This is an optimization exercise on Yosys and OpenROAD, whose aim is small area, a short achievable clock period and few clock cycles, not a production implementation.
No run shown here included a check of the RTL's function; only the layout flow was run.
Power and IR drop assume default switching activity.

## flow/design.v (module list and top-level ports; edited modules follow where they fit)
// module mmult: 5696 lines
// module mmult_fa: 4 lines
// module mmult_xor: 3 lines
// module mmult_xnor: 3 lines
// module mmult_or: 3 lines
// module mmult_nor: 3 lines
module mmult#(parameter MATRIX_SIZE = 3,
              parameter INPUT_UNIT_LEN = 8,
              parameter OUTPUT_UNIT_LEN = INPUT_UNIT_LEN*2+1)
             (input clk,
              input reset_n,
              input enable,
              input [0:9*INPUT_UNIT_LEN-1] A_mat,
              input [0:9*INPUT_UNIT_LEN-1] B_mat,
              output valid,
              output wire [0:9*OUTPUT_UNIT_LEN-1] C_mat);
  // ...
==> flow/flow/run.sh <==
#!/bin/bash
# The standard layout (the standard.sh, synthesis unchanged), except that
# the port buffers are a stronger buffer than the one buffer_ports picks on
# its own: every input and output port still gets exactly one buffer.
set -euo pipefail
export BUFFER_PORTS_ARGS="-buffer_cell sky130_fd_sc_hd__buf_4"
bash standard.sh finish > standard.log 2>&1
==> flow/standard.sh <==
#!/bin/bash
# synth_recipe.tcl (not shown) runs the flow's synth.tcl, then flattens the netlist and writes it again
# the make line also repeats each setting of config.mk as NAME=value (left out here)
make -C /OpenROAD-flow-scripts/flow DESIGN_CONFIG=/design/flow/config.mk WORK_HOME=/design/flow/orfs CLKGATE_MAP_FILE= SYNTH_SCRIPT=/design/flow/synth_recipe.tcl "${@:-finish}"
==> flow/config.mk <==
export PLATFORM = sky130hd
export DESIGN_NAME = mmult
export DESIGN_NICKNAME = mmult
export VERILOG_FILES = /design/flow/design.v
export SDC_FILE = /design/flow/constraint.sdc
export NUM_CORES = 4
export LEC_CHECK = 0
export CAP_MARGIN = 30
export CORE_MARGIN = 2
export CORE_UTILIZATION = 40
export SETUP_SLACK_MARGIN = 3.3
export SLEW_MARGIN = 45
export SYNTH_HIERARCHICAL = 1
export TNS_END_PERCENT = 5
==> flow/constraint.sdc <==
create_clock -name core_clock -period 8.0 [get_ports {clk}]
set_input_delay 1.6000 -clock core_clock [delete_from_list [all_inputs] [get_ports {clk}]]
set_output_delay 1.6000 -clock core_clock [all_outputs]
set_load 0.01 [all_outputs]
==> flow_summary_export.csv, run 1 <==
group,metric,value,unit
status,outcome,"finished clean",
yosys,synth_warnings,7,
route,drc,0,
layout,flops_and_latches,262,
clock_network,ctsResizeCount,9,
floorplanning,rows,126,
layout,stdcell_count,6111,
worst_setup_path,cpMostUsedCell,"fa_1",
power_and_ir_drop,power,19.7,mW
floorplanning,fp.dieH,349,um
job,drv_cap,0,
yosys,synthesis.area,0.0476,mm2
layout,clkbuf_count,49,
route,wl_met1,60100,um
sta,period_minus_slack,4710,ps
floorplanning,die-width,349,um
power_and_ir_drop,switchingPower,9.50,mW
floorplanning,die-area,0.122,mm2
layout,fin_nets,6211,
yosys,synthSimpleGateAreaFrac,0.171,
yosys,synthMuxAreaShare,0.00189,
global_routing,grt_max_degree,25,
yosys,yosysMostFrequentCell,"nand2_1",
global_routing,busiest_layer,"met2",
power_and_ir_drop,seq_cell_power,2.57,mW
==> run 2, diff against run 1 <==
==> flow/flow/run.sh (replaced) <==
#!/bin/bash
# The standard layout (the standard.sh, synthesis unchanged), except for
# the port buffers: every input and output port still gets exactly one
# buffer, but a buf_4 instead of the weak buffer buffer_ports picks on its
# own; after global placement the A_mat/B_mat buffers, which each drive 24
# partial products, are made buf_8 (upsize_inputs.tcl), and each port
# buffer is moved from beside its pin to the logic it serves
# (move_port_buffers.tcl); detailed placement then legalizes them.  make's
# output goes to standard.log; each step's log stays in orfs/logs.
set -euo pipefail
export BUFFER_PORTS_ARGS="-buffer_cell sky130_fd_sc_hd__buf_4"
export POST_GLOBAL_PLACE_TCL="$PWD/flow/post_gp.tcl"
bash standard.sh finish > standard.log 2>&1
==> flow/flow/move_port_buffers.tcl (new file) <==
# Move each port buffer from beside its pin to the logic it serves: an
# input port's buffer to the middle of the cells it drives, an output
# port's buffer next to the cell that drives it.  The port itself drives,
# or is driven by, the longer wire to the pin instead of a small logic
# cell.  Detailed placement legalizes the moved buffers afterwards.
set block [ord::get_db_block]
set moved 0
foreach bterm [$block getBTerms] {
  set net [$bterm getNet]
  if { $net == "NULL" } { continue }
  if { [$net getSigType] != "SIGNAL" } { continue }
  set iterms [$net getITerms]
  if { [llength $iterms] != 1 } { continue }
  set buf [[lindex $iterms 0] getInst]
  set master [[$buf getMaster] getName]
  if { ![string match "sky130_fd_sc_hd__buf_*" $master] } { continue }
  # the buffer's other net
  set other "NULL"
  foreach it [$buf getITerms] {
    set n [$it getNet]
    if { $n == "NULL" || $n == $net } { continue }
    if { [$n getSigType] != "SIGNAL" } { continue }
    set other $n
  }
  if { $other == "NULL" } { continue }
  set xs 0; set ys 0; set cnt 0
  foreach it [$other getITerms] {
    set i [$it getInst]
    if { $i == $buf } { continue }
    set loc [$i getLocation]
    incr xs [lindex $loc 0]; incr ys [lindex $loc 1]; incr cnt
  }
  if { $cnt == 0 } { continue }
  $buf setLocation [expr {$xs / $cnt}] [expr {$ys / $cnt}]
  $buf setPlacementStatus PLACED
  incr moved
}
puts "move_port_buffers: moved $moved port buffers"
==> flow/flow/post_gp.tcl (new file) <==
# After global placement: make the input-port buffers buf_8, then move every
# port buffer to the logic it serves.
set here [file dirname [info script]]
source [file join $here upsize_inputs.tcl]
source [file join $here move_port_buffers.tcl]
==> flow/flow/upsize_inputs.tcl (new file) <==
# Make the buffers that buffer_ports put on the A_mat and B_mat inputs buf_8.
set n 0
foreach inst [get_cells *] {
  if { [get_property $inst ref_name] != "sky130_fd_sc_hd__buf_4" } { continue }
  set pin [get_pins -of_objects $inst -filter "direction == input"]
  set net [get_property [get_nets -of_objects $pin] name]
  if { [string match "A_mat*" $net] || [string match "B_mat*" $net] } {
    replace_cell $inst sky130_fd_sc_hd__buf_8
    incr n
  }
}
puts "upsize_inputs: $n input buffers made buf_8"
==> run 2 against run 1 <==
Net effect:
- still clean
- final cell count is 0.29% lower
- non-clock buffer count is 13 lower
- via count is 3.3% higher
- synthesized area stayed put
- maximum frequency is 1.8% higher
- first-iteration DRC count is 21% higher
- die area stayed put
- routed wire length is 13% higher
- critical path depth is 1 lower
==> flow_summary_export.csv, run 2 <==
group,metric,value,unit
worst_setup_path,crit_arrival,3020,ps
global_routing,antenna_found_initial,11,
clock_network,cts.htree.levels,2,
yosys,synth_top_area_share,0.629,
layout,area_delta_synth_final,12.3,%
global_routing,grt_pass1_wl,276000,um
sta,period_minus_slack,4620,ps
clock_network,clockBufferDepth,3,
floorplanning,rows,126,
route,drt-vias-per-instance,5.91,
route,drc,0,
route,wire_per_inst,30.7,um
yosys,yosysMostFrequentCell,"nand2_1",
layout,finalInstanceArea,0.0534,mm2
floorplanning,initial_core_util,0.403,
global_routing,grt_max_degree,25,
clock_network,clk_pin_slew,50,ps
power_and_ir_drop,p_leak,18.5,nW
yosys,async_flop_share,0,
sta,hold_viol,0,
layout,final_common_cell,"nand2_1",
worst_setup_path,cp-startpoint,"e00_q[18]$_DFF_P_",
sta,rsz0062_at_grt,"true",
clock_network,cts_tree,"yes",
sta,layout_setup_ws,3380,ps
worst_setup_path,critPathTopFamily,"simple AND/OR/NAND/NOR gates",
yosys,synth_cells,4511,
yosys,ys_seq_area_frac,0.110,
yosys,synth.area.top_cells,"fa_1 (63%), nand2_1 (14%), dfxtp_1 (11%)",
clock_network,postCtsHoldBufs,0,
yosys,ys_seq_elements,262,
job,drv_cap,0,
placed_design,pre_cts_slack,2880,ps
sta,setup_viol,0,
layout,fin_nets,6199,
worst_setup_path,cpMaxStageDelayCell,"fa_1",
yosys,synth_edf_count,0,
yosys,syn-num-nets,6179,
yosys,synth-main-ff-cell,"dfxtp_1",
sta,tightest_slew,548,ps
global_routing,grt_overflow_total,0,
min_path,hold_path_class,"in -> reg",
floorplanning,die-area,0.122,mm2
clock_network,cts-root-buf,"clkbuf_16",
floorplanning,ioPinCount,301,
yosys,synth_warnings,7,
placed_design,hpwlAfterDp,138000,um
power_and_ir_drop,p_per_area,362,mW/mm2
clock_network,cts_buffers,39,
power_and_ir_drop,vdd_drop_max,0.286,mV
yosys,synth_top_cell_by_area,"fa_1",
worst_setup_path,critPathLaunchType,"flop",
global_routing,track_usage,0.317,
sta,setup_tns,0,ps
global_routing,grt_pass1_vias,40100,
yosys,syn_area_per_cell,10.5,um2
layout,stdcell_count,6093,
clock_network,cts_sinks,262,
status,outcome,"finished clean",
route,drt_iter0_drc,3748,
worst_setup_path,critPathRequiredTime,6400,ps
route,ant_nets,0,
placed_design,placed_cell_area,0.0520,mm2
sta,slew_headroom,0.634,
route,drt_first_pass_iters,7,
worst_setup_path,critPathCapture,"C_mat[0]",
worst_setup_path,critPathBufInv,1,
layout,fillers,10700,
route,vias,36000,
floorplanning,fp.dieH,349,um
layout,layout_common_cells,"nand2_1 (1730), fa_1 (1301), dfxtp_1 (262)",
layout,drive_gt1_frac,0.138,
yosys,synth_commonest_cells,"nand2_1 (1755), fa_1 (1494), clkbuf_1 (288)",
sta,holdWs,1190,ps
worst_setup_path,cp-end-kind,"output port",
floorplanning,die-width,349,um
worst_setup_path,cp_max_fo,5,
floorplanning,core-area,0.118,mm2
sta,slew_violations,0,
yosys,synthesis.area,0.0476,mm2
sta,fmax,0.216,GHz
worst_setup_path,crit_cells,8,
sta,finalCritPeriodShare,0.578,
placed_design,port-buffer-count,300,
worst_setup_path,crit_type,"reg -> out",
worst_setup_path,crit_chain,"fa_1 -> xor2_1 -> nand3_1 -> nor4_4 -> nor2_2 -> o31ai_1 -> a311oi_1 -> buf_4",
route,wirelength,187000,um
placed_design,dp.cells,6023,
yosys,synth_cell_types,32,
worst_setup_path,slowest_delay,570,ps
run 2: cell counts after synthesis:
Identical to the previous run, type by type.
run 2: power by group:
part	total [mW]	switching, mW	internal (mW)
Sequential	2.57	0.406	2.17
Clock	1.75	0.713	1.04
Combinational	15.0	8.28	6.72
run 2: timing repair:
| item | 4_1_cts | 5_1_grt |
|---|---|---|
| endpoints found under the setup margin | 3 | 25 |
| hold endpoints to repair | 0 | 0 |
| gates resized for setup | 1 | 16 |
| pin swaps | 0 | 3 |
| buffers inserted | 0 | 3 |
run 2: through the flow:
step | power, mW | utilization
after floorplan | 11.9 | -
after global placement | 17.2 | 0.432
after detailed placement | 17.5 | 0.441
after CTS | 19.4 | 0.452
after global routing | 21.4 | 0.453
final | 19.3 | 0.453
run 2: per-layer routing:
metal / global-route usage / routed length (um) / vias up
met4: 0.258 / 20500 / 10
li1: - / - / 13600
met1: 0.361 / 60500 / 18600
met3: 0.130 / 26600 / 908
met2: 0.470 / 79600 / 2860
met5: 0.00640 / 157 / -
run 2: kinds of logic after synthesis:
kind of cell / count (synthesis) / synth area share
simple gates: 2053 / 0.171
fa+ha+maj: 1521 / 0.636
buf+inv: 369 / 0.0315
flops: 262 / 0.110
xor+xnor: 162 / 0.0298
compound gates: 135 / 0.0194
mux: 9 / 0.00189
run 2: worst min-delay path by stage:
stage	startpoint	to	slack, ps	cells after the start
after floorplan	enable	valid_store$_SDFF_PN0_	1720	1
after global placement	enable	valid_store$_SDFF_PN0_	1810	2
after detailed placement	enable	valid_store$_SDFF_PN0_	1820	2
after CTS	enable	valid_store$_SDFF_PN0_	1170	2
after global routing	enable	valid_store$_SDFF_PN0_	1180	2
final	enable	valid_store$_SDFF_PN0_	1190	2
run 2: cell type report:
type                    count  area [um2]  area share
multi-input cells        3880       41500       0.777
clock buffers              50        1040      0.0194
repair buffers            303        3360      0.0628
clock inverters            14         189     0.00354
flip-flops and latches    262        5250      0.0982
well taps                1536        1920      0.0360
inverters                  45         169     0.00316
diodes                      3        7.51    0.000141
run 2: Yosys stat by module, one instance, submodules excluded:
module | times used | cells inside
mmult_fa | 1494 | 1
mmult_nor | 81 | 1
mmult_or | 18 | 1
mmult_xor | 81 | 1
mmult_xnor | 18 | 1
mmult | 1 | 2819
==> run 3, diff against run 2 <==
--- a/flow/config.mk
+++ b/flow/config.mk
@@ -7,7 +7,7 @@
 export LEC_CHECK = 0
 export CAP_MARGIN = 30
 export CORE_MARGIN = 2
-export CORE_UTILIZATION = 40
+export CORE_UTILIZATION = 45
 export SETUP_SLACK_MARGIN = 3.3
 export SLEW_MARGIN = 45
 export SYNTH_HIERARCHICAL = 1
==> run 3 against run 2 <==
Net effect:
- sequential cell count unchanged
- final area barely moved
- largest cell class unchanged
- largest power group unchanged
- clock power up 7%
- routed wire length is 1.8% lower
- worst hold slack lost 20 ps
- critical path type unchanged
==> flow_summary_export.csv, run 3 <==
group,metric,value,unit
status,outcome,"finished clean",
floorplanning,die-width,329,um
power_and_ir_drop,vdd_drop_max,0.454,mV
route,drt_iter0_drc,3545,
sta,rsz0062_at_grt,"true",
power_and_ir_drop,internal-power,9.95,mW
sta,fmax,0.214,GHz
layout,multi_input_area,0.0415,mm2
placed_design,port-buffer-count,300,
route,drc,0,
worst_setup_path,cpMaxStageDelayCell,"fa_1",
sta,finalCritPeriodShare,0.583,
clock_network,cts_buffers,40,
yosys,synth_warnings,7,
worst_setup_path,cp-end-kind,"output port",
layout,fin_nets,6201,
route,drt-vias-per-instance,6.05,
clock_network,clk_pin_slew,70,ps
layout,drive_gt1_frac,0.143,
power_and_ir_drop,switchingPower,9.62,mW
power_and_ir_drop,combPwrFrac,0.773,
yosys,synth_cells,4511,
yosys,synthesis.area,0.0476,mm2
power_and_ir_drop,seqPwrFrac,0.131,
route,drt_first_pass_iters,7,
yosys,yosysMostFrequentCell,"nand2_1",
yosys,synth_cell_types,32,
yosys,ys_seq_elements,262,
layout,layout_common_cells,"nand2_1 (1730), fa_1 (1301), dfxtp_1 (262)",
worst_setup_path,crit_type,"reg -> out",
min_path,hold_path_class,"in -> reg",
yosys,synth_edf_count,0,
yosys,synth.area.top_cells,"fa_1 (63%), nand2_1 (14%), dfxtp_1 (11%)",
layout,final_util,0.508,
worst_setup_path,slowest_delay,620,ps
global_routing,track_usage,0.355,
yosys,syn-num-nets,6179,
yosys,synth_top_area_share,0.629,
global_routing,grt_max_degree,25,
power_and_ir_drop,sw_frac_of_total,0.491,
clock_network,clockBufferDepth,3,
yosys,async_flop_share,0,
global_routing,grt_overflow_total,0,
clock_network,cts.htree.levels,2,
route,wirelength,184000,um
yosys,synth_top_cell_by_area,"fa_1",
worst_setup_path,cp_max_fo,5,
floorplanning,ioPinCount,301,
global_routing,grt_pass1_vias,40500,
route,ant_nets,0,
floorplanning,die-area,0.108,mm2
worst_setup_path,crit_arrival,3060,ps
clock_network,cts_tree,"yes",
route,wire_per_inst,30.9,um
clock_network,cts_sinks,262,
floorplanning,initial_core_util,0.452,
sta,hold_viol,0,
placed_design,hpwlAfterDp,137000,um
sta,tightest_slew,480,ps
layout,final_common_cell,"nand2_1",
yosys,syn_area_per_cell,10.5,um2
clock_network,postCtsHoldBufs,0,
job,drv_cap,0,
yosys,synth_commonest_cells,"nand2_1 (1755), fa_1 (1494), clkbuf_1 (288)",
floorplanning,rows,119,
layout,register_area,0.00525,mm2
clock_network,cts-root-buf,"clkbuf_16",
power_and_ir_drop,pwr-share-clk,0.096,
layout,fillers,9344,
worst_setup_path,cpMostUsedCell,"buf_4",
power_and_ir_drop,p_per_area,366,mW/mm2
sta,setup_tns,0,ps
worst_setup_path,critPathLaunchType,"flop",
power_and_ir_drop,p_leak,18.5,nW
sta,period_minus_slack,4660,ps
sta,setup_viol,0,
worst_setup_path,crit_chain,"fa_1 -> xor2_2 -> nand3_2 -> nor4_4 -> buf_4 -> nor2_2 -> o31ai_1 -> a311oi_1 -> buf_4",
global_routing,grt_pass1_wl,275000,um
sta,slew_headroom,0.679,
layout,area_delta_synth_final,12.3,%
worst_setup_path,critPathRequiredTime,6400,ps
route,vias,36100,
sta,slew_violations,0,
yosys,ys_seq_area_frac,0.110,
yosys,synth-main-ff-cell,"dfxtp_1",
floorplanning,core-area,0.105,mm2
floorplanning,fp.dieH,329,um
global_routing,antenna_found_initial,6,
==> run 3: routing by layer <==
layer / share of wire / wire [um] / vias up / track usage
met5: 0.00033 / 61 / - / 0.00391
met4: 0.096 / 17700 / 2 / 0.260
li1: - / - / 13600 / -
met1: 0.32 / 59400 / 18800 / 0.414
met3: 0.16 / 28700 / 855 / 0.164
met2: 0.42 / 78200 / 2830 / 0.513
==> run 3: final timing paths <==
path,depth (start not counted),slack (ps),start,endpoint
worst max-delay path,9,3340,e10_q[18]$_DFF_P_,C_mat[51]
worst min-delay path,2,1170,enable,valid_store$_SDFF_PN0_
==> run 3: final cells by class <==
cell class | instances | area share
timing repair buffer | 304 | 0.0630
tap | 1391 | 0.0326
sequential | 262 | 0.0982
clock inverter | 26 | 0.00525
multi-input combinational | 3880 | 0.778
antenna | 7 | 0.000328
inverter | 45 | 0.00316
clock buffer | 46 | 0.0199
==> run 3: logic make-up (layout without fill, tap and decap cells) <==
logic type,Yosys count,after routing,synth area share
AO/OA/AOI/OAI,135,135,0.0194
XOR/XNOR,162,162,0.0298
adder cells (fa/ha/maj),1521,1521,0.636
buffers and inverters,369,421,0.0315
flip-flops,262,262,0.110
multiplexers,9,9,0.00189
other,0,7,0
AND/OR/NAND/NOR,2053,2053,0.171
==> run 3: power groups by stage <==
stage | Clock [mW] | Sequential, mW | Combinational (mW)
5_1_grt | 1.96 | 2.65 | 16.9
3_5_place_dp | 0 | 2.59 | 15.0
6_report | 1.88 | 2.57 | 15.1
4_1_cts | 1.92 | 2.57 | 15.1
2_1_floorplan | 0 | 2.48 | 9.39
3_3_place_gp | 0 | 2.58 | 14.8
==> run 3: repair_timing <==
action | in CTS | in global routing
setup buffers | 1 | 3
endpoints found under the setup margin | 7 | 28
pin swaps | 1 | 3
gates resized for setup | 4 | 22
==> run 3: modules after synthesis, one instance, submodules excluded <==
module | cells | copies in the design
mmult | 2819 | 1
mmult_nor | 1 | 81
mmult_or | 1 | 18
mmult_xor | 1 | 81
mmult_xnor | 1 | 18
mmult_fa | 1 | 1494
==> run 3: stage by stage <==
stage          setup WS (ps)  instance area [um2]  hold WS [ps]  power (mW)  cells
2_1_floorplan           3190                49300          1720        11.9   4511
3_3_place_gp            2740                50800          1800        17.3   5878
3_5_place_dp            2900                51900          1810        17.6   5878
4_1_cts                 3270                53200          1150        19.6   5951
5_1_grt                 3220                53400          1190        21.5   5958
6_report                3340                53400          1170        19.6   5961
==> run 3: critical path: cells and delay by family, from the launching register on <==
family	cells	cell delay [ps]
AOI/OAI and AO/OA	2	310
xor gates and xnor gates	1	310
adders and majority gates	1	620
buffers and inverters	2	360
DFF	1	330
and+or+nand+nor	3	480

[what the ideal ports hide]
No port has a modelled driver above. Below, the same layouts with a new extraction and two added sets of constraints.
Step 1 (the two cells are an assumption about what drives the block):
set clk [get_ports {clk}]
set_driving_cell -lib_cell sky130_fd_sc_hd__clkbuf_16 $clk
set_driving_cell -lib_cell sky130_fd_sc_hd__buf_2 [delete_from_list [all_inputs] $clk]
Step 2 also shifts input and output timing later by t, the mid clock arrival at the registers, as if the neighbouring blocks saw the same clock.
Slacks: no drivers / after step 1 / after step 2; pairs: no drivers / after step 1.
run	t (ns)	setup WS [ns]	hold WS [ns]	slew at the worst register clock pin (ns)	worst data-port slew with drivers (ns)
run 1	0.681	3.290 / 3.230 / 2.644	1.209 / 1.169 / 1.850	0.07 / 0.07	0.10
run 2	0.686	3.376 / 3.217 / 2.531	1.192 / 1.151 / 1.838	0.07 / 0.07	0.36
run 3	0.701	3.337 / 3.264 / 2.622	1.173 / 1.124 / 1.825	0.07 / 0.07	0.30
After both steps every run listed still meets setup and hold. The setup slack of run 2, which loses most, moves by -0.159 ns with the drivers and by -0.845 ns with both steps.
